This is an optimization exercise on Yosys and OpenROAD, whose aim is small area, not a production implementation.
The RTL was checked by simulation tests, not by an equivalence proof against the original design.
Power is estimated from default activity; no workload was simulated.

<file path="flow/constraint.sdc">
create_clock -name core_clock -period 20.0 [get_ports {i_clk}]
set_input_delay 4.0000 -clock core_clock [delete_from_list [all_inputs] [get_ports {i_clk}]]
set_output_delay 4.0000 -clock core_clock [all_outputs]
set_load 0.01 [all_outputs]
</file>
<file path="flow/design.v">
module CHIP #(                                                                                  
    parameter BIT_W = 32                                                                        
)(                                                                                              
        input               i_clk,                                                              
        input               i_rst_n,                                                            
        input  [BIT_W-1:0]  i_IMEM_data,                                                        
        output [BIT_W-1:0]  o_IMEM_addr,                                                        
        output              o_IMEM_cen,                                                         
        input               i_DMEM_stall,                                                       
        input  [BIT_W-1:0]  i_DMEM_rdata,                                                       
        output              o_DMEM_cen,                                                         
        output              o_DMEM_wen,                                                         
        output [BIT_W-1:0]  o_DMEM_addr,                                                        
        output [BIT_W-1:0]  o_DMEM_wdata,                                                       
        output              o_finish,                                                           
        input               i_cache_finish,                                                     
        output              o_proc_finish                                                       
);                                                                                              
    localparam [3:0] S_INIT  = 4'd0,   
                     S_F0    = 4'd1,   
                     S_F1    = 4'd2,
                     S_F2    = 4'd3,
                     S_MREQ  = 4'd4,   
                     S_MWAIT = 4'd5,
                     S_MDONE = 4'd6,
                     S_WB    = 4'd7,   
                     S_IT    = 4'd8;   
    reg  [2:0]  ph;                    
    reg  [3:0]  fs;                    
    wire        ph0  = (ph == 3'd0);
    wire        ph7  = (ph == 3'd7);
    wire        init = (fs == S_INIT);
    wire [31:0] ins = i_IMEM_data;     
    wire d_ecall = ins[6] & ins[4];
    wire d_br    = ins[6] & ~ins[4] & ~ins[2];
    wire d_jal   = ins[3];
    wire d_jalr  = ins[6] & ~ins[3] & ins[2];
    wire d_auipc = ~ins[6] & ins[2];
    wire d_op    = ~ins[6] & ins[5] & ins[4];
    wire d_opimm = ~ins[6] & ~ins[5] & ins[4] & ~ins[2];
    wire d_load  = ~ins[6] & ~ins[5] & ~ins[4];
    wire d_store = ~ins[6] & ins[5] & ~ins[4];
    reg  [31:0] imm;
    always @(*) begin
        if (d_store)      imm = {{20{ins[31]}}, ins[31:25], ins[11:7]};
        else if (d_br)    imm = {19'b0, ins[31], ins[7], ins[30:25], ins[11:8], 1'b0};
        else if (d_auipc) imm = {{12{ins[19]}}, ins[19:12], 12'b0};
        else if (d_jal)   imm = {{12{ins[19]}}, ins[19:12], ins[20], ins[30:21], 1'b0};
        else              imm = {{20{ins[31]}}, ins[31:20]};
    end
    wire [3:0] immd = imm[ph*4 +: 4];
    reg  [31:0] pc;                    
    reg  [31:0] ar;                    
    reg  [31:0] dr;                    
    reg  [2:0]  off;                   
    reg         c, ic, c2, z, t, mbit, mnext;
    reg  [4:0]  cnt;
    reg  [1:0]  xsel;                  
    reg  [2:0]  ysel;                  
    reg         sub, lop, rdwe, wdinc, pcinc, pcR, cin_t, slti_t, br_t, mcap, cnt_ld, cnt_dec, cap;
    reg  [3:0]  fs_n;
    wire [4:0]  ridx = ((fs == S_F0) & (d_op | d_br | d_store)) ? ins[24:20] : ins[19:15];
    wire [127:0] bots;
    wire [3:0]  A = bots[ridx*4 +: 4];
    wire [3:0]  P = pc[3:0];
    wire [3:0]  dtap = dr[off*4 +: 4];
    wire [3:0]  accL = {ar[2:0], c2 & ~ph0};
    wire [3:0]  accR = {ar[4] & ~ph7, ar[3:1]};
    wire [3:0]  X = (xsel == 2'd1) ? A : (xsel == 2'd2) ? P : 4'd0;
    reg  [3:0]  Yr;
    always @(*) begin
        case (ysel)
            3'd1:    Yr = immd;
            3'd2:    Yr = dtap;
            3'd3:    Yr = accL;
            3'd4:    Yr = accR;
            default: Yr = 4'd0;
        endcase
    end
    wire        cin = ph0 ? (sub | (cin_t & t)) : c;
    wire [4:0]  sum = X + (Yr ^ {4{sub}}) + cin;
    wire [3:0]  R = lop ? (ins[12] ? (X & Yr) : (X ^ Yr)) : sum[3:0];
    wire        zc = (ph0 | z) & (sum[3:0] == 4'd0);
    wire [4:0]  incs = P + (ph0 ? 4'd4 : {3'd0, ic});
    wire [3:0]  wdv = wdinc ? incs[3:0] : R;
    wire [4:0]  cntm1 = cnt - 5'd1;
    always @(*) begin
        xsel = 2'd0; ysel = 3'd0; sub = 1'b0; lop = 1'b0; rdwe = 1'b0; wdinc = 1'b0;
        pcinc = 1'b0; pcR = 1'b0; cin_t = 1'b0; slti_t = 1'b0; br_t = 1'b0; mcap = 1'b0;
        cnt_ld = 1'b0; cnt_dec = 1'b0; cap = 1'b0;
        fs_n = fs;
        case (fs)
            S_INIT: if (ph7) fs_n = S_F0;
            S_F0: begin
                if (d_opimm) begin
                    if (ins[12]) begin                        
                        xsel = ins[24] ? 2'd0 : 2'd1;
                        if (ins[24] | ~|ins[23:20]) begin rdwe = 1'b1; pcinc = 1'b1; end
                        else begin cnt_ld = 1'b1; if (ph7) fs_n = S_IT; end
                    end else if (ins[13]) begin               
                        xsel = 2'd1; ysel = 3'd1; sub = 1'b1; slti_t = 1'b1;
                        if (ph7) fs_n = S_F1;
                    end else begin                            
                        xsel = 2'd1; ysel = 3'd1; rdwe = 1'b1; pcinc = 1'b1;
                    end
                end else if (d_load) begin
                    xsel = 2'd1; ysel = 3'd1; pcinc = 1'b1;
                    if (ph7) fs_n = S_MREQ;
                end else if (d_store | d_br) begin
                    if (ph7) fs_n = S_F1;
                end else if (d_op) begin
                    if (ins[25]) begin                        
                        mcap = ph7; cnt_ld = 1'b1;
                        if (ph7) fs_n = S_IT;
                    end else if (ph7) fs_n = S_F1;
                end else if (d_jal) begin
                    xsel = 2'd2; ysel = 3'd1; pcR = 1'b1; rdwe = 1'b1; wdinc = 1'b1;
                end else if (d_jalr) begin
                    xsel = 2'd1; rdwe = 1'b1;
                    if (ph7) fs_n = S_F1;
                end else if (d_auipc) begin
                    xsel = 2'd2; ysel = 3'd1; rdwe = 1'b1; pcinc = 1'b1;
                end
            end
            S_F1: begin
                if (d_opimm) begin                            
                    cin_t = 1'b1; rdwe = 1'b1; pcinc = 1'b1;
                    if (ph7) fs_n = S_F0;
                end else if (d_store) begin
                    xsel = 2'd1; ysel = 3'd1; pcinc = 1'b1;
                    if (ph7) fs_n = S_MREQ;
                end else if (d_op) begin
                    xsel = 2'd1; ysel = 3'd2; sub = ins[30]; lop = ins[14]; rdwe = 1'b1; pcinc = 1'b1;
                    if (ph7) fs_n = S_F0;
                end else if (d_br) begin
                    xsel = 2'd1; ysel = 3'd2; sub = 1'b1; br_t = 1'b1;
                    if (ph7) fs_n = S_F2;
                end else begin                                
                    xsel = 2'd1; ysel = 3'd1; pcR = 1'b1;
                    if (ph7) fs_n = S_F0;
                end
            end
            S_F2: begin                                       
                xsel = 2'd2; ysel = 3'd1;
                if (t) pcR = 1'b1; else pcinc = 1'b1;
                if (ph7) fs_n = S_F0;
            end
            S_MREQ, S_MWAIT: begin
                if (!i_DMEM_stall) begin
                    cap = 1'b1;
                    fs_n = ph7 ? (d_load ? S_WB : S_F0) : S_MDONE;
                end else fs_n = S_MWAIT;
            end
            S_MDONE: if (ph7) fs_n = d_load ? S_WB : S_F0;
            S_WB: begin
                ysel = 3'd2; rdwe = 1'b1;
                if (ph7) fs_n = S_F0;
            end
            S_IT: begin
                if (d_op) begin                               
                    xsel = mbit ? 2'd1 : 2'd0; ysel = 3'd3;
                    mcap = (ph == cntm1[4:2]);
                end else begin                                
                    ysel = ins[14] ? 3'd4 : 3'd3;
                end
                if (cnt == 5'd0) begin
                    rdwe = 1'b1; pcinc = 1'b1;
                    if (ph7) fs_n = S_F0;
                end else cnt_dec = ph7;
            end
            default: fs_n = S_INIT;
        endcase
    end
    wire [3:0] x2d = ph0 ? 4'h0 : ph7 ? 4'hb : 4'hf;
    wire [3:0] x3d = (ph == 3'd3) ? 4'h8 : ph7 ? 4'h1 : 4'h0;
    wire [3:0] pcd = {3'b0, ph == 3'd4};
    assign bots[3:0] = 4'd0;
    genvar g;
    generate
        for (g = 1; g < 32; g = g + 1) begin : RF
            reg  [31:0] q;
            wire we = init | (rdwe & (ins[11:7] == g));
            wire [3:0] d = init ? ((g == 2) ? x2d : (g == 3) ? x3d : 4'd0) : wdv;
            always @(posedge i_clk) q <= {we ? d : q[3:0], q[31:4]};
            assign bots[g*4 +: 4] = q[3:0];
        end
    endgenerate
    wire       mcsrc = (fs == S_F0) ? A[3] : dtap[cntm1[1:0]];
    wire       mnew  = mcap ? mcsrc : mnext;
    always @(posedge i_clk) begin
        pc    <= {init ? pcd : pcR ? R : pcinc ? incs[3:0] : P, pc[31:4]};
        ar    <= {R, ar[31:4]};
        dr    <= cap ? i_DMEM_rdata : {(fs == S_F0) ? A : dr[3:0], dr[31:4]};
        off   <= cap ? ph + 3'd1 : (fs == S_F0) ? 3'd0 : off;
        c     <= sum[4];
        ic    <= incs[4];
        c2    <= ar[3];
        z     <= zc;
        if (ph7 & slti_t) t <= (X[3] ^ Yr[3]) ? X[3] : sum[3];
        if (ph7 & br_t)   t <= (ins[14] ? sum[3] : zc) ^ ins[12];
        mnext <= mnew;
        if (ph7) mbit <= mnew;
        if (cnt_ld)       cnt <= d_op ? 5'd31 : {1'b0, ins[23:20]} - 5'd1;
        else if (cnt_dec) cnt <= cntm1;
    end
    always @(posedge i_clk or negedge i_rst_n) begin
        if (!i_rst_n) begin
            ph <= 3'd0;
            fs <= S_INIT;
        end else begin
            ph <= ph + 3'd1;
            fs <= fs_n;
        end
    end
    assign o_IMEM_addr   = pc;
    assign o_IMEM_cen    = (fs == S_F0) & ph0;
    assign o_DMEM_cen    = (fs == S_MREQ);
    assign o_DMEM_wen    = d_store;
    assign o_DMEM_addr   = ar;
    assign o_DMEM_wdata  = dr;
    assign o_proc_finish = (fs == S_F0) & d_ecall;
    assign o_finish      = i_cache_finish;
endmodule
</file>
<file path="flow/config.mk">
export PLATFORM = sky130hd
export DESIGN_NAME = CHIP
export DESIGN_NICKNAME = CHIP
export VERILOG_FILES = /design/flow/design.v
export SDC_FILE = /design/flow/constraint.sdc
export NUM_CORES = 4
export LEC_CHECK = 0
export CAP_MARGIN = 20
export CORE_MARGIN = 2
export CORE_UTILIZATION = 30
export CTS_BUF_LIST = sky130_fd_sc_hd__clkbuf_4
export SLEW_MARGIN = 20
</file>
<file path="flow/run.sh">
#!/bin/bash
# synth_recipe.tcl (not shown) runs the flow's synth.tcl, then flattens the netlist and writes it again
# the make line also repeats each setting of config.mk as NAME=value (left out here)
make -C /OpenROAD-flow-scripts/flow DESIGN_CONFIG=/design/flow/config.mk WORK_HOME=/design/flow/orfs CLKGATE_MAP_FILE= SYNTH_SCRIPT=/design/flow/synth_recipe.tcl finish
</file>
==> load_flow_metrics.sql, run 1 <==
INSERT INTO impl_metrics (metric_group, metric, value, unit) VALUES
('critical_path', 'timing.critical_path.arrival', '6.51', 'ns'),
('timing', 'period_share', '52.56', '%'),
('route', 'detailedRoute.firstIterationViolations', '898', ''),
('timing', 'finalHoldViolCount', '0', ''),
('placement', 'gpl.final_weighted_congestion', '0.9076', ''),
('synthesis', 'synth.yosys.seq_area_share', '77.50', '%'),
('power', 'leakagePower', '14.73', 'nW'),
('synthesis', 'net_count_synth', '2199', ''),
('route', 'detail-route-antenna-nets', '0', ''),
('cts', 'cts-buffers-inserted', '287', ''),
('layout', 'count_of_non_filler_cells_in_the_finished_layout', '3936', ''),
('synthesis', 'dominantRegCellSynth', 'sky130_fd_sc_hd__dfxtp_1', ''),
('floorplanning', 'die-area', '0.09865', 'sq mm'),
('power', 'power.density_cell_area', '138.4', 'mW/mm^2'),
('timing', 'slew_hr', '32.98', '%'),
('critical_path', 'worstSetupStartpointType', 'primary input', ''),
('grt', 'global_route_wire_length_before_repair', '93530', 'um'),
('layout', 'seqCellArea', '0.02236', 'sq mm'),
('route', 'drc_errors', '0', ''),
('timing', 'final_period_minus_worst_setup_slack', '10.51', 'ns'),
('cts', 'cts.root.buffer_cell', 'sky130_fd_sc_hd__clkbuf_4', ''),
('layout', 'fillers', '9175', ''),
('power', 'power.ir.vdd_worst', '0.06328', 'mV'),
('grt', 'antenna_found_initial', '2', ''),
('timing', 'worst_slew_pin_slew', '0.9913', 'ns'),
('grt', 'grt.total_usage', '12.42', '%'),
('cts', 'clock_slew_seen_by_the_registers_of_the_worst_setup_and_hold_paths', '0.06', 'ns'),
('synthesis', 'ys.warnings.count', '1', ''),
('synthesis', 'postSynth.asyncResetShare', '0.6306', '%'),
('timing', 'setup_repair_after_global_routing_missed_its_margin', 'no', ''),
('critical_path', 'crit_path_max_fanout', '19', ''),
('synthesis', 'average_instance_area_after_synthesis', '13.66', 'sq um'),
('synthesis', 'netlist_instances', '2111', ''),
('layout', 'fin_nets', '2586', ''),
('placement', 'total_placed_cells_including_tap_cells', '3473', ''),
('route', 'drt-vias-per-instance', '4.182', ''),
('floorplanning', 'rows', '113', ''),
('route', 'drtPass1Iterations', '6', ''),
('floorplanning', 'core_area', '0.09515', 'sq mm'),
('timing', 'totalNegativeSetupSlack', '0', 'ns'),
('timing', 'slew_violations', '0', ''),
('timing', 'post_route_skew', '0.09964', 'ns'),
('power', 'p_total', '4.877', 'mW'),
('critical_path', 'r2r-start', 'fs[0]', ''),
('layout', 'area.growth.synth_to_final', '22.16', '%'),
('grt', 'globalRouteOverflowTotal', '0', ''),
('route', 'met3_wirelength', '4266', 'um'),
('cts', 'post_cts.repair.setup_buffers', '0', ''),
('cts', 'clkSinkCount', '1110', ''),
('grt', 'largest_net_degree_at_the_start_of_global_routing', '66', ''),
('grt', 'grt_pass1_vias', '16730', ''),
('floorplanning', 'die_height', '314.1', 'um'),
('synthesis', 'synth.distinct_cells', '78', ''),
('floorplanning', 'top_level_ports', '169', ''),
('synthesis', 'synth_edf_count', '10', ''),
('synthesis', 'synth.cell_area', '0.02885', 'sq mm'),
('critical_path', 'endpoint_kind', 'output port', ''),
('cts', 'clock_insertion_delay_at_the_later_pin_of_the_skew_report', '1.07', 'ns'),
('floorplanning', 'start_util', '30.31', '%'),
('floorplanning', 'chipWidth', '314.1', 'um'),
('route', 'routed_wirelength', '60960', 'um'),
('cts', 'clock_tree.buffer_depth', '4', ''),
('critical_path', 'critical_path_class', 'in2out', ''),
('min_path', 'hold_class', 'reg2reg', ''),
('min_path', 'worst_hold_startpoint', 'RF[5].q[16]', ''),
('synthesis', 'synth_seq_cells', '1110', ''),
('cts', 'cts_hold_repair.buffers', '0', ''),
('placement', 'placement.io_buffers', '164', ''),
('layout', 'drive_above_1_share', '18.16', '%'),
('placement', 'place.detailed.hpwl', '39540', 'um'),
('cts', 'h_tree_depth', '5', ''),
('critical_path', 'critical_path.startpoint', 'i_IMEM_data[6]', ''),
('route', 'vias', '16460', ''),
('layout', 'multi_input_area', '0.006113', 'sq mm'),
('route', 'avgRoutedWirePerCell', '15.49', 'um'),
('route', 'routed.top_layer', 'met5', ''),
('critical_path', 'required', '16.00', 'ns'),
('route', 'wirelength_met1', '28380', 'um'),
('cts', 'post_cts.resized_instances', '0', ''),
('timing', 'timing.fmax', '95.13', 'MHz'),
('flow_run', 'maxCapViolations', '0', ''),
('cts', 'cts_tree', 'yes', ''),
('outcome', 'outcome', 'finished clean', ''),
('route', 'wl_met2', '27240', 'um'),
('timing', 'finalSetupViolCount', '0', '');
==> area by class of cell <==
cell class                 count  share of cell area, %
sequential                  1110                  63.44
multi-input combinational    900                  17.35
clock buffer                 402                  8.564
timing repair buffer         179                  4.971
tap                         1265                  4.492
clock inverter                59                 0.9587
inverter                      20                 0.2130
antenna                        1               0.007102
==> layout by cell type (no fill, tap or decap), types with 5 or more instances in the layout <==
master                            netlist  routed
sky130_fd_sc_hd__a211oi_1               8       8
sky130_fd_sc_hd__a21o_1                 9       8
sky130_fd_sc_hd__a21oi_1               35      35
sky130_fd_sc_hd__a221oi_1               8       8
sky130_fd_sc_hd__a22o_1                 9       9
sky130_fd_sc_hd__a22oi_1               14      14
sky130_fd_sc_hd__a31oi_1                5       5
sky130_fd_sc_hd__and2_1                 7       7
sky130_fd_sc_hd__buf_4                  1      14
sky130_fd_sc_hd__clkbuf_4               0     402
sky130_fd_sc_hd__clkdlybuf4s50_1        0     164
sky130_fd_sc_hd__clkinv_1               0      43
sky130_fd_sc_hd__clkinv_2               0       9
sky130_fd_sc_hd__dfrtp_1                7       7
sky130_fd_sc_hd__dfxtp_1             1093    1093
sky130_fd_sc_hd__edfxtp_1              10      10
sky130_fd_sc_hd__ha_1                  18      18
sky130_fd_sc_hd__inv_1                 20      20
sky130_fd_sc_hd__mux2_2                14      14
sky130_fd_sc_hd__mux2i_1              163     163
sky130_fd_sc_hd__mux4_2                15      15
sky130_fd_sc_hd__nand2_1              269     268
sky130_fd_sc_hd__nand2b_1              15      15
sky130_fd_sc_hd__nand3_1               44      44
sky130_fd_sc_hd__nand3b_1               5       5
sky130_fd_sc_hd__nand4_1                8       8
sky130_fd_sc_hd__nor2_1                44      44
sky130_fd_sc_hd__nor2b_1               15      15
sky130_fd_sc_hd__nor3_1                23      22
sky130_fd_sc_hd__o2111ai_1              5       5
sky130_fd_sc_hd__o21ai_0               45      45
sky130_fd_sc_hd__o21ai_1                7       7
sky130_fd_sc_hd__o221ai_1               6       6
sky130_fd_sc_hd__o22ai_1                9       9
sky130_fd_sc_hd__o32ai_1                5       5
sky130_fd_sc_hd__or3_1                  9       9
sky130_fd_sc_hd__xnor2_1               13      13
sky130_fd_sc_hd__xor2_1                 5       5
==> state kept, by name (all words and copies together) (netlist names) <==
register and count:
ph 3, pc 32, z 1, c2 1, c 1, ic 1, cnt 5, mbit 1
t 1, fs 4, mnext 1, dr 32, RF.q 992, off 3, ar 32
==> power by group <==
| part | internal, mW | leakage (nW) | total (mW) | switching [mW] |
|---|---|---|---|---|
| clock network | 0.971 | 2.02 | 1.78 | 0.814 |
| registers | 2.34 | 9.02 | 2.42 | 0.0860 |
| logic | 0.272 | 3.69 | 0.669 | 0.397 |
| total | 3.58 | 14.7 | 4.88 | 1.30 |
==> per-layer routing <==
layer  vias to the layer above  track usage (%)
met1                      7813            16.03
met2                       528            19.04
met3                        95            4.223
li1                       8022                -
met4                         2            5.035
met5                         -                0
==> per-stage QoR <==
step | area, sq um | hold slack, ns | util [%] | worst slack (ns)
2_1_floorplan | 28850 | 0.3096 | - | 11.22
3_3_place_gp | 31870 | 0.3095 | 33.50 | 8.843
3_5_place_dp | 31870 | 0.3121 | 33.50 | 8.895
4_1_cts | 35230 | 0.2700 | 37.02 | 9.629
5_1_grt | 35240 | 0.2750 | 37.03 | 9.429
6_report | 35240 | 0.2742 | 37.03 | 9.488
==> Yosys cell counts (10+ instances only) <==
| cell | n | area share [%] |
|---|---|---|
| sky130_fd_sc_hd__dfxtp_1 | 1093 | 76 |
| sky130_fd_sc_hd__nand2_1 | 269 | 3.5 |
| sky130_fd_sc_hd__mux2i_1 | 163 | 5.7 |
| sky130_fd_sc_hd__clkbuf_1 | 60 | 0.78 |
| sky130_fd_sc_hd__o21ai_0 | 45 | 0.78 |
| sky130_fd_sc_hd__nand3_1 | 44 | 0.76 |
| sky130_fd_sc_hd__nor2_1 | 44 | 0.57 |
| sky130_fd_sc_hd__a21oi_1 | 35 | 0.61 |
| sky130_fd_sc_hd__nor3_1 | 23 | 0.40 |
| sky130_fd_sc_hd__inv_1 | 20 | 0.26 |
| sky130_fd_sc_hd__ha_1 | 18 | 0.78 |
| sky130_fd_sc_hd__mux4_2 | 15 | 1.2 |
| sky130_fd_sc_hd__nand2b_1 | 15 | 0.33 |
| sky130_fd_sc_hd__nor2b_1 | 15 | 0.33 |
| sky130_fd_sc_hd__a22oi_1 | 14 | 0.36 |
| sky130_fd_sc_hd__buf_2 | 14 | 0.24 |
| sky130_fd_sc_hd__mux2_2 | 14 | 0.55 |
| sky130_fd_sc_hd__xnor2_1 | 13 | 0.39 |
| sky130_fd_sc_hd__edfxtp_1 | 10 | 1.0 |
==> logic make-up after synthesis <==
kind of cell,count (synthesis),synth area share [%]
flip-flops,1110,77.51
multiplexers,195,7.500
adder cells (fa/ha/maj),20,0.9196
buffers and inverters,101,1.414
XOR/XNOR,18,0.5465
AND/OR/NAND/NOR,464,7.300
AO/OA/AOI/OAI,203,4.815
==> worst max-delay path, stage by stage <==
cell and delay (ns):
sky130_fd_sc_hd__clkdlybuf4s50_1 0.74, sky130_fd_sc_hd__nand2b_1 0.53, sky130_fd_sc_hd__nor2_1 0.58, sky130_fd_sc_hd__clkdlybuf4s50_1 0.66
==> worst paths after layout <==
path,cells after the start,slack [ns],to
max,4,9.49,o_DMEM_wen
min,0,0.27,RF[5].q[12]
max reg2reg,18,13.03,RF[29].q[31]
min reg2reg,0,0.27,RF[5].q[12]
max in group asynchronous,1,16.48,fs[0]
min in group asynchronous,1,3.22,fs[2]
==> run 2: changes to the inputs <==
--- a/flow/config.mk
+++ b/flow/config.mk
@@ -10,3 +10,2 @@
 export CORE_UTILIZATION = 30
-export CTS_BUF_LIST = sky130_fd_sc_hd__clkbuf_4
 export SLEW_MARGIN = 20
==> load_flow_metrics.sql, run 2 <==
INSERT INTO impl_metrics (metric_group, metric, value, unit) VALUES
('outcome', 'outcome', 'finished clean', ''),
('layout', 'seqCellArea', '0.02236', 'sq mm'),
('layout', 'area.growth.synth_to_final', '23.07', '%'),
('synthesis', 'yosys.area.top_type_share', '75.86', '%'),
('layout', 'layout.cells.most_common', 'sky130_fd_sc_hd__dfxtp_1', ''),
('synthesis', 'synth_edf_count', '10', ''),
('route', 'avgRoutedWirePerCell', '16.21', 'um'),
('route', 'detailedRoute.firstIterationViolations', '929', ''),
('layout', 'top_reg_by_flops', 'RF.q', ''),
('synthesis', 'synth_top_cell_by_area', 'sky130_fd_sc_hd__dfxtp_1', ''),
('grt', 'global_route_wire_length_before_repair', '90550', 'um'),
('layout', 'fillers', '8998', ''),
('placement', 'place.detailed.hpwl', '39540', 'um'),
('critical_path', 'critical_path_class', 'in2reg', ''),
('synthesis', 'synth_seq_cells', '1110', ''),
('critical_path', 'crit_path_max_fanout', '30', ''),
('route', 'vias', '15410', ''),
('route', 'drc_errors', '0', ''),
('timing', 'whs', '0.3144', 'ns'),
('synthesis', 'synth.distinct_cells', '78', ''),
('critical_path', 'timing.critical_path.arrival', '11.11', 'ns'),
('timing', 'post_route_skew', '0.03343', 'ns'),
('grt', 'globalRouteOverflowTotal', '0', ''),
('cts', 'clkSinkCount', '1110', ''),
('layout', 'multi_input_area', '0.006113', 'sq mm'),
('synthesis', 'synthMostInstantiatedCell', 'sky130_fd_sc_hd__dfxtp_1', ''),
('synthesis', 'ys.warnings.count', '1', ''),
('timing', 'period_share', '52.78', '%'),
('synthesis', 'synth_top_cells_by_area', 'sky130_fd_sc_hd__dfxtp_1 (76%), sky130_fd_sc_hd__mux2i_1 (5.7%), sky130_fd_sc_hd__nand2_1 (3.5%), sky130_fd_sc_hd__mux4_2 (1.2%), sky130_fd_sc_hd__edfxtp_1 (1.0%)', ''),
('layout', 'insertedDiodeCount', '0', ''),
('flow_run', 'maxCapViolations', '0', ''),
('grt', 'grt.total_usage', '11.95', '%'),
('layout', 'drive_above_1_share', '10.29', '%'),
('layout', 'mostFrequentLayoutCells', 'sky130_fd_sc_hd__dfxtp_1 (1093), sky130_fd_sc_hd__nand2_1 (268), sky130_fd_sc_hd__clkdlybuf4s50_1 (164)', ''),
('power', 'power.ir.vdd_worst', '0.08105', 'mV'),
('cts', 'cts-buffers-inserted', '102', ''),
('placement', 'gpl.final_weighted_congestion', '0.9076', ''),
('timing', 'worst_slew_pin_slew', '0.9804', 'ns'),
('cts', 'cts_hold_repair.buffers', '0', ''),
('cts', 'post_cts.repair.setup_buffers', '0', ''),
('synthesis', 'netlist_instances', '2111', ''),
('floorplanning', 'die-area', '0.09865', 'sq mm'),
('floorplanning', 'chipWidth', '314.1', 'um'),
('route', 'drtPass1Iterations', '5', ''),
('synthesis', 'postSynth.asyncResetShare', '0.6306', '%'),
('timing', 'slew_hr', '34.50', '%'),
('synthesis', 'net_count_synth', '2199', ''),
('route', 'detail-route-antenna-nets', '0', ''),
('timing', 'slew_violations', '0', ''),
('layout', 'fin_nets', '2401', ''),
('timing', 'totalNegativeSetupSlack', '0', 'ns'),
('critical_path', 'required', '20.56', 'ns'),
('route', 'drt-vias-per-instance', '4.202', ''),
('synthesis', 'synth.cells.most_frequent', 'sky130_fd_sc_hd__dfxtp_1 (1093), sky130_fd_sc_hd__nand2_1 (269), sky130_fd_sc_hd__mux2i_1 (163), sky130_fd_sc_hd__clkbuf_1 (60), sky130_fd_sc_hd__o21ai_0 (45)', ''),
('synthesis', 'synth.yosys.seq_area_share', '77.50', '%'),
('cts', 'h_tree_depth', '3', ''),
('timing', 'finalSetupViolCount', '0', ''),
('floorplanning', 'die_height', '314.1', 'um'),
('critical_path', 'endpoint_of_the_most_critical_register_to_register_path', 'RF[29].q[31]', ''),
('synthesis', 'dominantRegCellSynth', 'sky130_fd_sc_hd__dfxtp_1', ''),
('layout', 'largest_register_ffs', '992', ''),
('critical_path', 'endpoint_kind', 'register', ''),
('cts', 'cts.root.buffer_cell', 'sky130_fd_sc_hd__clkbuf_16', ''),
('cts', 'cts_tree', 'yes', ''),
('floorplanning', 'core_area', '0.09515', 'sq mm'),
('synthesis', 'synth.cell_area', '0.02885', 'sq mm'),
('critical_path', 'worst_reg2reg_path_length_in_cells', '18', ''),
('critical_path', 'r2r_setup_slack', '13.15', 'ns'),
('grt', 'largest_net_degree_at_the_start_of_global_routing', '66', ''),
('cts', 'post_cts.resized_instances', '0', ''),
('timing', 'finalHoldViolCount', '0', ''),
('floorplanning', 'top_level_ports', '169', ''),
('power', 'power.density_cell_area', '143.8', 'mW/mm^2'),
('floorplanning', 'start_util', '30.31', '%'),
('critical_path', 'r2r-start', 'fs[0]', ''),
('route', 'routed_wirelength', '59440', 'um'),
('floorplanning', 'rows', '113', ''),
('min_path', 'worst_hold_startpoint', 'RF[14].q[27]', ''),
('timing', 'timing.fmax', '94.73', 'MHz'),
('placement', 'placement.io_buffers', '164', ''),
('min_path', 'hold-path-cell-count', '0', ''),
('grt', 'grt_pass1_vias', '15020', ''),
('critical_path', 'worstSetupStartpointType', 'primary input', ''),
('min_path', 'hold_path_end', 'RF[14].q[23]', ''),
('grt', 'antenna_found_initial', '1', ''),
('synthesis', 'average_instance_area_after_synthesis', '13.66', 'sq um'),
('timing', 'setup_repair_after_global_routing_missed_its_margin', 'no', ''),
('min_path', 'hold_class', 'reg2reg', ''),
('timing', 'final_period_minus_worst_setup_slack', '10.56', 'ns'),
('cts', 'clock_insertion_delay_at_the_later_pin_of_the_skew_report', '0.65', 'ns'),
('cts', 'clock_slew_seen_by_the_registers_of_the_worst_setup_and_hold_paths', '0.07', 'ns'),
('power', 'leakagePower', '14.49', 'nW'),
('cts', 'clock_tree.buffer_depth', '3', '');
-- run 2: how the worst max path moves through the flow --
| stage | end | start | slack [ns] |
|---|---|---|---|
| detailed placement | RF[29].q[31] | i_IMEM_data[6] | 8.90 |
| finish | RF[29].q[31] | i_IMEM_data[6] | 9.44 |
| global placement | RF[29].q[31] | i_IMEM_data[6] | 8.84 |
| CTS | RF[29].q[31] | i_IMEM_data[6] | 9.53 |
| floorplan | o_DMEM_wen | i_IMEM_data[6] | 11.22 |
| global route | RF[3].q[31] | i_IMEM_data[6] | 9.12 |
-- run 2: metal layers --
metal	vias to the layer above	part of all wire (%)	global-route usage (%)
li1	7516	-	-
met1	7313	48	16.50
met2	469	44	18.68
met3	106	6.4	2.642
met4	2	2.2	3.578
met5	-	0.019	0
-- run 2: critical path, stage by stage --
cell	delay, ns
sky130_fd_sc_hd__clkdlybuf4s50_1	0.87
sky130_fd_sc_hd__nor2b_1	0.33
sky130_fd_sc_hd__o21ai_2	0.80
sky130_fd_sc_hd__mux2i_1	0.70
sky130_fd_sc_hd__buf_4	0.27
sky130_fd_sc_hd__mux4_2	0.31
sky130_fd_sc_hd__o2111ai_1	0.45
sky130_fd_sc_hd__nand4_1	0.43
sky130_fd_sc_hd__a22o_1	0.37
sky130_fd_sc_hd__fa_1	0.45
sky130_fd_sc_hd__a21o_1	0.18
sky130_fd_sc_hd__a21oi_1	0.17
sky130_fd_sc_hd__xnor2_1	0.24
sky130_fd_sc_hd__nor2_1	0.07
sky130_fd_sc_hd__a21oi_1	0.30
sky130_fd_sc_hd__mux2i_1	0.20
sky130_fd_sc_hd__or2_2	0.64
sky130_fd_sc_hd__mux2i_1	0.28
-- run 2: layout make-up --
type	instances	area share [%]
clock buffers	136	8.202
clock inverters	56	1.995
inverters	20	0.2115
multi-input cells	900	17.22
flip-flops and latches	1110	62.98
well taps	1265	4.459
repair buffers	179	4.934
-- run 2: where the power goes --
group,switching (mW),internal (mW)
Combinational,0.396,0.272
Sequential,0.0862,2.34
Clock,0.823,1.19
Total,1.31,3.80
-- run 2: logic make-up after synthesis --
kind of cell / share of synthesized area (%)
xor+xnor: 0.5465
simple gates: 7.300
fa+ha+maj: 0.9196
flops: 77.51
compound gates: 4.815
mux: 7.500
buf+inv: 1.414
-- run 2: metrics by stage --
step                      total power [mW]  std cells  util [%]  instance area, sq um  worst slack (ns)
after floorplan                      2.807       2111         -                 28850             11.22
after global placement               3.145       3473     33.50                 31870             8.843
after detailed placement             3.148       3473     33.50                 31870             8.895
after CTS                            5.164       3665     37.30                 35490             9.528
after global routing                 5.312       3666     37.31                 35500             9.122
final                                5.105       3666     37.31                 35500             9.444
==> run 3: changes to the inputs <==
==> flow/flow/run.sh (new file) <==
#!/bin/bash
# Standard ORFS layout with: CTS without dummy loads, small clock buffers with
# bounded sink clusters, and buf_1 cells as the port buffers.
set -euo pipefail
export CTS_ARGS="-sink_clustering_enable -repair_clock_nets -dont_use_dummy_load -buf_list sky130_fd_sc_hd__clkbuf_4 -sink_clustering_size 10 -sink_clustering_max_diameter 50"
export BUFFER_PORTS_ARGS="-buffer_cell sky130_fd_sc_hd__buf_1"
bash standard.sh > flow_make.log 2>&1
==> flow/standard.sh (new file) <==
#!/bin/bash
# synth_recipe.tcl (not shown) runs the flow's synth.tcl, then flattens the netlist and writes it again
# the make line also repeats each setting of config.mk as NAME=value (left out here)
make -C /OpenROAD-flow-scripts/flow DESIGN_CONFIG=/design/flow/config.mk WORK_HOME=/design/flow/orfs CLKGATE_MAP_FILE= SYNTH_SCRIPT=/design/flow/synth_recipe.tcl "${@:-finish}"
removed: flow/run.sh
==> load_flow_metrics.sql, run 3 <==
INSERT INTO impl_metrics (metric_group, metric, value, unit) VALUES
('critical_path', 'r2r_setup_slack', '13.04', 'ns'),
('layout', 'design_area', '0.03190', 'sq mm'),
('timing', 'setup_repair_after_global_routing_missed_its_margin', 'no', ''),
('floorplanning', 'die-area', '0.09865', 'sq mm'),
('floorplanning', 'die_height', '314.1', 'um'),
('flow_run', 'maxCapViolations', '0', ''),
('synthesis', 'net_count_synth', '2199', ''),
('synthesis', 'synth_edf_count', '10', ''),
('route', 'routed_wirelength', '58700', 'um'),
('power', 'leakagePower', '12.93', 'nW'),
('placement', 'gpl.final_weighted_congestion', '0.9236', ''),
('route', 'detail-route-antenna-nets', '0', ''),
('timing', 'final_period_minus_worst_setup_slack', '9.499', 'ns'),
('critical_path', 'path_cells', 'buf_1 -> buf_4 -> nor3b_2 -> o21ai_2 -> mux2i_4 -> buf_4 -> mux2i_1 -> a22oi_1 -> nand4_1 -> a22o_1 -> fa_1 -> a21o_1 -> a21oi_1 -> xnor2_1 -> nor2_1 -> a21oi_1 -> mux2i_1 -> or2_2 -> o21ai_0', ''),
('grt', 'grt.total_usage', '11.94', '%'),
('route', 'vias', '15430', ''),
('cts', 'clock_tree.buffer_depth', '3', ''),
('synthesis', 'synth_top_cells_by_area', 'sky130_fd_sc_hd__dfxtp_1 (76%), sky130_fd_sc_hd__mux2i_1 (5.7%), sky130_fd_sc_hd__nand2_1 (3.5%), sky130_fd_sc_hd__mux4_2 (1.2%), sky130_fd_sc_hd__edfxtp_1 (1.0%)', ''),
('cts', 'post_cts.repair.setup_buffers', '0', ''),
('cts', 'h_tree_depth', '4', ''),
('layout', 'top_reg_by_flops', 'RF.q', ''),
('grt', 'global_route_wire_length_before_repair', '89270', 'um'),
('critical_path', 'timing.critical_path.arrival', '10.35', 'ns'),
('synthesis', 'postSynth.asyncResetShare', '0.6306', '%'),
('cts', 'cts_hold_repair.buffers', '0', ''),
('outcome', 'outcome', 'finished clean', ''),
('route', 'avgRoutedWirePerCell', '16.23', 'um'),
('synthesis', 'synth-compound-area-share', '4.815', '%'),
('placement', 'dp_slack', '9.667', 'ns'),
('synthesis', 'synth.cells.most_frequent', 'sky130_fd_sc_hd__dfxtp_1 (1093), sky130_fd_sc_hd__nand2_1 (269), sky130_fd_sc_hd__mux2i_1 (163), sky130_fd_sc_hd__clkbuf_1 (60), sky130_fd_sc_hd__o21ai_0 (45)', ''),
('synthesis', 'synthMostInstantiatedCell', 'sky130_fd_sc_hd__dfxtp_1', ''),
('timing', 'slew_hr', '29.25', '%'),
('synthesis', 'synth.cell_area', '0.02885', 'sq mm'),
('synthesis', 'synth.area.mux_share', '7.500', '%'),
('layout', 'drive_above_1_share', '8.735', '%'),
('timing', 'timing.fmax', '105.3', 'MHz'),
('power', 'power.density_cell_area', '123.9', 'mW/mm^2'),
('floorplanning', 'rows', '113', ''),
('timing', 'totalNegativeSetupSlack', '0', 'ns'),
('floorplanning', 'start_util', '30.31', '%'),
('critical_path', 'cpMaxStageDelayCell', 'sky130_fd_sc_hd__o21ai_2', ''),
('timing', 'slew_violations', '0', ''),
('timing', 'period_share', '47.50', '%'),
('timing', 'whs', '0.2645', 'ns'),
('synthesis', 'synth_top_family_by_area', 'multiplexers', ''),
('floorplanning', 'chipWidth', '314.1', 'um'),
('synthesis', 'ys.warnings.count', '1', ''),
('min_path', 'hold_class', 'reg2reg', ''),
('synthesis', 'yosys.area.top_type_share', '75.86', '%'),
('critical_path', 'worst_reg2reg_path_length_in_cells', '18', ''),
('layout', 'layout.cells.most_common', 'sky130_fd_sc_hd__dfxtp_1', ''),
('cts', 'cts-buffers-inserted', '136', ''),
('cts', 'clock_slew_seen_by_the_registers_of_the_worst_setup_and_hold_paths', '0.10', 'ns'),
('synthesis', 'synth_seq_cells', '1110', ''),
('timing', 'postLayoutSetupSlackWorst', '10.50', 'ns'),
('critical_path', 'crit_path_max_incr_delay', '0.75', 'ns'),
('synthesis', 'post_synth_and_or_nand_nor_area_fraction', '7.300', '%'),
('timing', 'finalSetupViolCount', '0', ''),
('cts', 'clock_insertion_delay_at_the_later_pin_of_the_skew_report', '0.98', 'ns'),
('floorplanning', 'top_level_ports', '169', ''),
('cts', 'cts_tree', 'yes', ''),
('placement', 'total_placed_cells_including_tap_cells', '3476', ''),
('cts', 'cts.root.buffer_cell', 'sky130_fd_sc_hd__clkbuf_4', ''),
('floorplanning', 'core_area', '0.09515', 'sq mm'),
('synthesis', 'average_instance_area_after_synthesis', '13.66', 'sq um'),
('synthesis', 'dominantRegCellSynth', 'sky130_fd_sc_hd__dfxtp_1', ''),
('cts', 'post_cts.resized_instances', '0', ''),
('grt', 'largest_net_degree_at_the_start_of_global_routing', '71', ''),
('timing', 'finalHoldViolCount', '0', ''),
('route', 'detailedRoute.firstIterationViolations', '1156', ''),
('grt', 'grt_pass1_vias', '15000', ''),
('layout', 'largest_register_ffs', '992', ''),
('synthesis', 'synth.distinct_cells', '78', ''),
('layout', 'fin_nets', '2437', ''),
('power', 'power.ir.vdd_worst', '0.05131', 'mV'),
('cts', 'clkSinkCount', '1110', ''),
('layout', 'count_of_non_filler_cells_in_the_finished_layout', '3617', ''),
('route', 'drtPass1Iterations', '5', ''),
('critical_path', 'crit_path_max_fanout', '30', ''),
('layout', 'mostFrequentLayoutCells', 'sky130_fd_sc_hd__dfxtp_1 (1093), sky130_fd_sc_hd__nand2_1 (268), sky130_fd_sc_hd__buf_1 (164)', ''),
('min_path', 'hold-path-cell-count', '0', ''),
('synthesis', 'synth-adder-area-share', '0.9196', '%'),
('grt', 'antenna_found_initial', '3', ''),
('route', 'drc_errors', '0', ''),
('synthesis', 'synth_top_cell_by_area', 'sky130_fd_sc_hd__dfxtp_1', ''),
('grt', 'globalRouteOverflowTotal', '0', ''),
('route', 'drt-vias-per-instance', '4.265', ''),
('critical_path', 'required', '20.85', 'ns'),
('layout', 'area.growth.synth_to_final', '10.61', '%'),
('placement', 'place.detailed.hpwl', '39400', 'um'),
('synthesis', 'synth.yosys.seq_area_share', '77.50', '%'),
('placement', 'placement.io_buffers', '164', ''),
('placement', 'place_area', '0.03087', 'sq mm'),
('timing', 'post_route_skew', '0.1090', 'ns'),
('critical_path', 'worstSetupStartpointType', 'primary input', ''),
('synthesis', 'synth-xor-area-share', '0.5465', '%'),
('critical_path', 'endpoint_kind', 'register', ''),
('timing', 'worst_slew_pin_slew', '1.046', 'ns'),
('critical_path', 'critical_path_class', 'in2reg', ''),
('synthesis', 'netlist_instances', '2111', '');
## run 3: critical path: cells and delay by family
kind | cells | cell delay [ns]
fa+ha+maj | 1 | 0.45
buf+inv | 3 | 0.72
simple gates | 4 | 1.37
compound gates | 7 | 2.51
mux | 3 | 1.00
xor+xnor | 1 | 0.23
## run 3: area by class of cell
type / instances / area, sq um
well taps: 1265 / 1583
flip-flops and latches: 1110 / 22360
multi-input cells: 900 / 6113
repair buffers: 181 / 743.2
diodes: 5 / 12.51
clock buffers: 136 / 1021
fillers: 9424 / 63250
inverters: 20 / 75.07
## run 3: cells by family (layout without fill, tap and decap cells)
| family | count (synthesis) | count (layout) |
|---|---|---|
| AO/OA/AOI/OAI | 203 | 203 |
| XOR/XNOR | 18 | 18 |
| buffers and inverters | 101 | 337 |
| other | 0 | 5 |
| flip-flops | 1110 | 1110 |
| multiplexers | 195 | 195 |
| adder cells (fa/ha/maj) | 20 | 20 |
| AND/OR/NAND/NOR | 464 | 464 |
## run 3: path summary, 6_finish.rpt
path | from | end
max | i_IMEM_data[6] | RF[11].q[31]
min | RF[26].q[14] | RF[26].q[10]
max reg2reg | fs[0] | RF[11].q[31]
min reg2reg | RF[26].q[14] | RF[26].q[10]
max in group asynchronous | i_rst_n | ph[1]
min in group asynchronous | i_rst_n | fs[3]
## run 3: metal layers
metal	vias to the layer above	global-route usage, %	share of wire (%)
met5	-	0	0
met1	7326	16.38	48
met4	0	4.622	2.6
met3	106	3.379	6.4
met2	473	17.77	43
li1	7521	-	-
## run 3: metrics by stage
step / util, % / power [mW]
after detailed placement: 32.44 / 3.060
after global routing: 33.52 / 4.160
after CTS: 33.52 / 4.015
after global placement: 32.44 / 3.054
after floorplan: - / 2.807
final: 33.53 / 3.953
## run 3: power breakdown
part | internal (mW) | switching, mW
Clock | 0.314 | 0.640
Combinational | 0.182 | 0.395
Sequential | 2.34 | 0.0870
Total | 2.83 | 1.12
==> run 4: changes to the inputs <==
==> flow/flow/run.sh (replaced) <==
#!/bin/bash
# Standard ORFS layout with: CTS without dummy loads, small clock buffers with
# bounded sink clusters, and buf_1 cells as the port buffers.
set -euo pipefail
export CTS_ARGS="-sink_clustering_enable -repair_clock_nets -dont_use_dummy_load -buf_list sky130_fd_sc_hd__clkbuf_4 -sink_clustering_size 12 -sink_clustering_max_diameter 40"
export BUFFER_PORTS_ARGS="-buffer_cell sky130_fd_sc_hd__buf_1"
bash standard.sh > flow_make.log 2>&1
--- a/flow/config.mk
+++ b/flow/config.mk
@@ -9,3 +9,4 @@
 export CORE_MARGIN = 2
-export CORE_UTILIZATION = 30
+export CORE_UTILIZATION = 60
+export PLACE_DENSITY = 0.7
 export SLEW_MARGIN = 20
==> load_flow_metrics.sql, run 4 <==
INSERT INTO impl_metrics (metric_group, metric, value, unit) VALUES
('synthesis', 'synth_seq_cells', '1110', ''),
('power', 'leakagePower', '12.82', 'nW'),
('route', 'drt-vias-per-instance', '5.224', ''),
('timing', 'timing.fmax', '103.3', 'MHz'),
('grt', 'antenna_found_initial', '2', ''),
('floorplanning', 'die-area', '0.04985', 'sq mm'),
('timing', 'post_route_skew', '0.1505', 'ns'),
('cts', 'clock_slew_seen_by_the_registers_of_the_worst_setup_and_hold_paths', '0.12', 'ns'),
('synthesis', 'dominantRegCellSynth', 'sky130_fd_sc_hd__dfxtp_1', ''),
('route', 'detailedRoute.firstIterationViolations', '869', ''),
('timing', 'setup_repair_after_global_routing_missed_its_margin', 'no', ''),
('route', 'vias', '15370', ''),
('timing', 'postLayoutSetupSlackWorst', '10.32', 'ns'),
('floorplanning', 'rows', '80', ''),
('layout', 'design_area', '0.03092', 'sq mm'),
('outcome', 'outcome', 'finished clean', ''),
('synthesis', 'netlist_instances', '2111', ''),
('timing', 'whs', '0.2630', 'ns'),
('cts', 'clock_tree.buffer_depth', '3', ''),
('floorplanning', 'core_area', '0.04765', 'sq mm'),
('placement', 'total_placed_cells_including_tap_cells', '2826', ''),
('timing', 'finalHoldViolCount', '0', ''),
('synthesis', 'ys.warnings.count', '1', '');
[run 4: critical path, cell delays in order]
cell and delay [ns]:
sky130_fd_sc_hd__buf_1 0.07, sky130_fd_sc_hd__buf_4 0.19, sky130_fd_sc_hd__nor3b_2 0.24, sky130_fd_sc_hd__o21ai_2 0.72, sky130_fd_sc_hd__mux2i_4 0.78, sky130_fd_sc_hd__buf_4 0.42, sky130_fd_sc_hd__mux2_2 0.40, sky130_fd_sc_hd__o22ai_1 0.20
sky130_fd_sc_hd__or3_1 0.14, sky130_fd_sc_hd__nand4_1 0.34, sky130_fd_sc_hd__a22o_1 0.38, sky130_fd_sc_hd__fa_1 0.45, sky130_fd_sc_hd__fa_1 0.49, sky130_fd_sc_hd__nor2_1 0.12, sky130_fd_sc_hd__a21oi_1 0.08, sky130_fd_sc_hd__mux2i_1 0.28
sky130_fd_sc_hd__or2_2 0.74, sky130_fd_sc_hd__o21ai_0 0.22
[run 4: kinds of logic after synthesis]
| kind of cell | after synthesis | synth area share (%) |
|---|---|---|
| AND/OR/NAND/NOR | 464 | 7.300 |
| multiplexers | 195 | 7.500 |
| flip-flops | 1110 | 77.51 |
| adder cells (fa/ha/maj) | 20 | 0.9196 |
| AO/OA/AOI/OAI | 203 | 4.815 |
| XOR/XNOR | 18 | 0.5465 |
| buffers and inverters | 101 | 1.414 |
[run 4: path summary, 6_finish.rpt]
path                       slack (ns)      startpoint  depth (start not counted)      endpoint
max                             10.32  i_IMEM_data[6]                         18  RF[28].q[29]
min                              0.26    RF[11].q[19]                          0  RF[11].q[15]
max reg2reg                     13.19           fs[0]                         16  RF[28].q[29]
min reg2reg                      0.26    RF[11].q[19]                          0  RF[11].q[15]
max in group asynchronous       16.38         i_rst_n                          1         ph[2]
min in group asynchronous        3.19         i_rst_n                          1         fs[2]
[run 4: cell type report]
type	count	area, sq um	share of cell area [%]
Timing Repair Buffer	181	743.2	2.404
Sequential cell	1110	22360	72.31
Antenna cell	4	10.01	0.03238
Multi-Input combinational cell	900	6122	19.80
Clock buffer	112	840.8	2.720
Inverter	20	75.07	0.2428
Tap cell	615	769.5	2.489
[run 4: report_power, final]
part / internal, mW / switching (mW) / total [mW]
Clock: 0.257 / 0.602 / 0.859
Sequential: 2.34 / 0.0827 / 2.42
Combinational: 0.184 / 0.392 / 0.576
Total: 2.78 / 1.08 / 3.85
[run 4: metal layers]
metal	GRT usage (%)	wire, um	up-vias
li1	-	-	7476
met1	30.98	25930	7333
met2	37.58	26150	435
met3	4.689	2962	126
met4	9.613	2017	0
met5	0	0	-
[run 4: stage by stage]
step / utilization [%] / power [mW]
after global routing: 64.89 / 4.028
after global placement: 63.10 / 3.035
final: 64.89 / 3.854
after CTS: 64.87 / 3.891
after floorplan: - / 2.807
after detailed placement: 63.10 / 3.046

-- port drivers added, routing unchanged --
How much do the figures lean on ideal ports? The routed layouts below were timed once more, with nothing changed but the port constraints. Step 1: set_driving_cell puts a clkbuf_16 on i_clk and a buf_2 on each other input, an assumption about the parent block. Step 2 also shifts input and output timing later by t, the mid clock arrival at the registers, as if the neighbouring blocks saw the same clock. Slacks: ideal ports / drivers / drivers and shift; pairs: ideal ports / drivers.
run | t, ns | setup WS [ns] | clock arrival spread, ns | worst register clock-pin slew, ns | worst slew at a driven data input, ns
run 1 | 1.081 | 9.488 / 9.452 / 8.685 | 0.101 / 0.102 | 0.07 / 0.07 | 0.11
run 2 | 0.700 | 9.444 / 9.464 / 8.764 | 0.035 / 0.035 | 0.07 / 0.07 | 0.12
run 3 | 0.984 | 10.501 / 10.532 / 9.558 | 0.114 / 0.114 | 0.11 / 0.11 | 0.13
run 4 | 0.874 | 10.323 / 10.350 / 9.476 | 0.151 / 0.150 | 0.12 / 0.12 | 0.06
After both steps setup and hold are still met in every run listed. The setup slack of run 3, which loses most, moves by +0.031 ns with the drivers and by -0.943 ns with both steps.
